This is an optimization exercise on Yosys and OpenROAD, whose aim is small area, not a production implementation.
In this exercise RTL edits were held to simulation tests only and were not proved equivalent to the original.

lane 1:
// cpu
module cpu (
    input wire clk, rst,
    output wire [19:0] e_addr_bus,
    output wire [15:0] e_prog_addr, e_data,
    input wire [15:0] e_mem_bus,
    input wire [31:0] e_instr,
    input wire [31:0] e_sdram_instr,
    input wire e_mem_busy, e_mem_ready, e_mem_cack,
    input wire irq_in,
    output wire ram_read_out, ram_write, ram_instr_access, ram_read_done,
    output wire [7:0] e_reg_leds,
    output wire [3:0] e_pc_leds
);
wire [15:0] reg_l_bus, reg_r_bus, alu_bus, alu_r_mux, reg_in_mux, spec_reg_out, sr_out;
wire [15:0] prog_addr, saved_pc, irq_pc, fetch_addr;
wire [31:0] instr_bus, fetch_instr_bus;
wire [19:0] alu_bus_paged, fetch_addr_paged;
wire [7:0] prog_page;
wire [4:0] alu_flags_f, alu_flags_out;
wire [2:0] reg_l_ctl, reg_r_ctl;
wire [7:0] gp_reg_ie;
wire pc_inc, pc_ie, reg_in_mux_ctl, alu_r_mux_ctl, alu_cin, alu_flags_ie, reg_sr_in, sr_ie, sr_pc_over, ram_read, irq_instr, pc_sr_ie, jtr_op;
wire c_add, c_sub, c_and, c_or, c_xor, c_shl, c_shr, c_mul, c_div, c_pa, c_pb;
wire fetch_ram_read, fetch_wait, fetch_addr_mux, irq_p, irq_en, pc_chg;
wire flag_boot_mode, flag_instr_mem_over;
wire sel0 = instr_bus[31:16] == 16'b0;
wire adv = ~fetch_wait | flag_boot_mode;
wire pc_ie_g = (pc_ie | (sr_ie & sel0)) & adv;
wire pc_inc_g = pc_inc & adv;
regfile gp(clk, rst, reg_in_mux, gp_reg_ie, reg_l_ctl, reg_r_ctl, reg_l_bus, reg_r_bus, e_reg_leds);
alu alu(reg_l_bus, alu_r_mux, alu_bus, c_add, c_sub, c_and, c_or, c_xor, c_shl, c_shr, c_mul, c_div, c_pa, c_pb,
    alu_cin, alu_flags_f);
pc pc(pc_sr_ie ? irq_pc : alu_r_mux, prog_addr, clk, pc_inc_g, pc_ie_g, irq_p | irq_instr, rst, saved_pc, pc_chg);
decoder decoder(instr_bus[15:0], pc_inc, pc_ie, reg_in_mux_ctl, alu_r_mux_ctl, alu_cin, ram_write, ram_read,
    alu_flags_ie, reg_sr_in, sr_ie, sr_pc_over, ram_read_done, pc_sr_ie, irq_instr, jtr_op,
    c_add, c_sub, c_and, c_or, c_xor, c_shl, c_shr, c_mul, c_div, c_pa, c_pb,
    reg_l_ctl, reg_r_ctl, gp_reg_ie, e_mem_busy, e_mem_ready, alu_flags_out);
fetch fetch(clk, prog_addr, pc_chg, e_sdram_instr, e_mem_busy, e_mem_cack, e_mem_ready, fetch_ram_read, fetch_instr_bus,
    fetch_addr, fetch_addr_mux, fetch_wait, flag_boot_mode, rst, irq_in, irq_en, irq_p, prog_page);
  ...
For scale: about 570 flip-flops, about 150 I/O pins, about 35000 µm² of cells after synthesis.
clock: 140.0 ns
lec_check: 0
abc_area: 1
abc_clock_period_in_ps: 36000
cap_margin: 10
core_margin: 2
core_utilization: 55
place_density: 0.85
slew_margin: 10
standard.sh (not shown) runs the stock make flow with config.mk's settings and CLKGATE_MAP_FILE= SYNTH_SCRIPT=/design/flow/synth_recipe.tcl, a recipe that flattens the netlist after the stock synthesis.
==> flow/flow/run.sh <==
#!/bin/bash
# Own layout flow: the standard ORFS flow, except that
#  - ABC maps the logic with an area-oriented script, then resizes for delay (flow/amap.abc),
#  - ports are buffered with the smallest buffer,
#  - CTS inserts no dummy loads and uses the smaller clock buffers,
#  - half-adder cells are not used (synthesis keeps full adders only).
# Every tool's output goes to a log in this folder (make_*.log) and under orfs/logs.
set -euo pipefail
W=$(pwd)
# synthesis script: the standard flow's, with the ABC mapping script replaced
{
  head -n 1 synth_recipe.tcl
  cat <<'T'
proc abc {args} {
  set i [lsearch -exact $args -script]
  if { $i >= 0 } { set args [lreplace $args [expr {$i+1}] [expr {$i+1}] $::env(MY_ABC_SCRIPT)] }
  yosys abc {*}$args
}
T
  tail -n +2 synth_recipe.tcl
} > my_synth.tcl
sed -e "s#SYNTH_SCRIPT=[^ ]*#SYNTH_SCRIPT=$W/my_synth.tcl#" \
    -e 's#CLKGATE_MAP_FILE= #CLKGATE_MAP_FILE= "DONT_USE_CELLS=${DU_LIST}" #' standard.sh > my_standard.sh
export MY_ABC_SCRIPT=$W/flow/amap.abc
export BUFFER_PORTS_ARGS="-buffer_cell sky130_fd_sc_hd__buf_1"
export CTS_ARGS="-sink_clustering_enable -repair_clock_nets -dont_use_dummy_load -buf_list {sky130_fd_sc_hd__clkbuf_8} -sink_clustering_size 12 -sink_clustering_max_diameter 80"
# the platform's don't-use cells, and the half adders
DU_LIST=$(sed -n '/^export DONT_USE_CELLS/,/^$/p' "$FLOW_HOME/platforms/$FLOW_PLATFORM/config.mk" \
  | sed -e 's/export DONT_USE_CELLS += //' -e 's/\\//' | tr -s ' \n' '  ')
export DU_LIST="$DU_LIST sky130_fd_sc_hd__ha_1 sky130_fd_sc_hd__ha_2 sky130_fd_sc_hd__ha_4"
bash my_standard.sh "${1:-finish}" > make_${1:-finish}.log 2>&1
[ -n "${1:-}" ] || test -f out/final.def
==> flow/flow/amap.abc <==
strash
dch -f
amap
topo
stime -c
buffer -c
upsize -c
dnsize -c
Lane 1 was carried through to the last stage, and its layout satisfied the timing, DRC and antenna checks.
The following lists how lane 2 was set up differently from lane 1:
- changing PLACE_DENSITY from 0.85 to 0.95
- changing CAP_MARGIN from 10 to 20
- changing SLEW_MARGIN from 10 to 20
==> results.txt <==
Lane 2 finished end to end and its layout was clean on timing, DRC and antenna. Lane 1 → lane 2: final global-route overflow total essentially unchanged, share of cell area taken by flip-flops and latches essentially unchanged, post-route worst setup slack increased 0.089 ns, utilization essentially unchanged, slew at the pin closest to its max-slew limit increased 0.050 ns. Between lane 1 and lane 2, the routed wire length does not differ in any meaningful way. Compare lane 2 and lane 1 | multi-input gate share of the layout cell area higher: lane 1.
### lane 2 -> lane 3
- PLACE_DENSITY: 0.95 -> 0.75
Findings:
- fetch.instr_out[3] as the start point of the critical path was reported by lane 3, and fetch.instr_out[2] by lane 2.
- Compared to lane 2, lane 3 has final RePlAce weighted congestion 0.017 higher.
- Uppermost signal routing layer after detailed routing: met4 -> lane 3, met5 -> lane 2
- Lane 3: post-detailed-placement half-perimeter wirelength 3.9% above lane 2
- When the final numbers for lane 2 and lane 3 were put side by side, the worst hold slack turned out to be smaller in lane 3.
- Summary of lane 3 over lane 2: synthesis-to-layout area growth grew by 0.24 points, data required time at the worst endpoint barely changed, number of antenna violations at the first check in global routing moved down.
- STATUS setup slack: lane 3 wins against lane 2
- Lane 3 vs lane 2 on via count: lane 3 is the lower one.
Input-level comparison between lane 4 and lane 3:
--- a/flow/flow/run.sh
+++ b/flow/flow/run.sh
@@ -24,5 +24,5 @@
 export MY_ABC_SCRIPT=$W/flow/amap.abc
 export BUFFER_PORTS_ARGS="-buffer_cell sky130_fd_sc_hd__buf_1"
-export CTS_ARGS="-sink_clustering_enable -repair_clock_nets -dont_use_dummy_load -buf_list {sky130_fd_sc_hd__clkbuf_8} -sink_clustering_size 12 -sink_clustering_max_diameter 80"
+export CTS_ARGS="-sink_clustering_enable -repair_clock_nets -dont_use_dummy_load -buf_list {sky130_fd_sc_hd__clkbuf_4}"
 # the platform's don't-use cells, and the half adders
 DU_LIST=$(sed -n '/^export DONT_USE_CELLS/,/^$/p' "$FLOW_HOME/platforms/$FLOW_PLATFORM/config.mk" \
## What came out
- As far as cell count after synthesis goes, lane 3 and lane 4 are indistinguishable; the numbers are identical.
- Going from lane 3 to lane 4, the count of plain and timing-repair buffers in the layout was found to have gone down by 0.98%.
- Diff lane 3..lane 4 | synthesized area | unchanged
- Lane 4 vs lane 3: routed wire length on met3 up by a little under 10%
Here is what was changed in the inputs of lane 5 compared with lane 4.
- PLACE_DENSITY: 0.75 -> 0.85
- CORE_UTILIZATION: 55 -> 62
--- a/flow/flow/run.sh
+++ b/flow/flow/run.sh
@@ -24,5 +24,5 @@
 export MY_ABC_SCRIPT=$W/flow/amap.abc
 export BUFFER_PORTS_ARGS="-buffer_cell sky130_fd_sc_hd__buf_1"
-export CTS_ARGS="-sink_clustering_enable -repair_clock_nets -dont_use_dummy_load -buf_list {sky130_fd_sc_hd__clkbuf_4}"
+export CTS_ARGS="-sink_clustering_enable -repair_clock_nets -dont_use_dummy_load -buf_list {sky130_fd_sc_hd__clkbuf_8} -sink_clustering_size 12 -sink_clustering_max_diameter 80"
 # the platform's don't-use cells, and the half adders
 DU_LIST=$(sed -n '/^export DONT_USE_CELLS/,/^$/p' "$FLOW_HOME/platforms/$FLOW_PLATFORM/config.mk" \
Of lane 5 and lane 4, it is lane 5 that has the higher setup slack.
Total number of tap cells (lane 4 / lane 5): 1.12
Between lane 5 and lane 4, it is lane 5 whose design area is lower, by about 1.3%.
Number of placed instances, taps included for lane 5 is lower than for lane 4.
Compared with lane 4, lane 5 shows worst-case register-to-register setup slack lower by 0.24 ns.
Sequential share of layout area (lane 5 over lane 4): increase, 0.57 points
The final reports for lane 5 and lane 4 show post-layout utilization of the core higher in the former.
Largest net degree at the start of global routing is lower on lane 5
HPWL after detailed placement: higher on lane 4
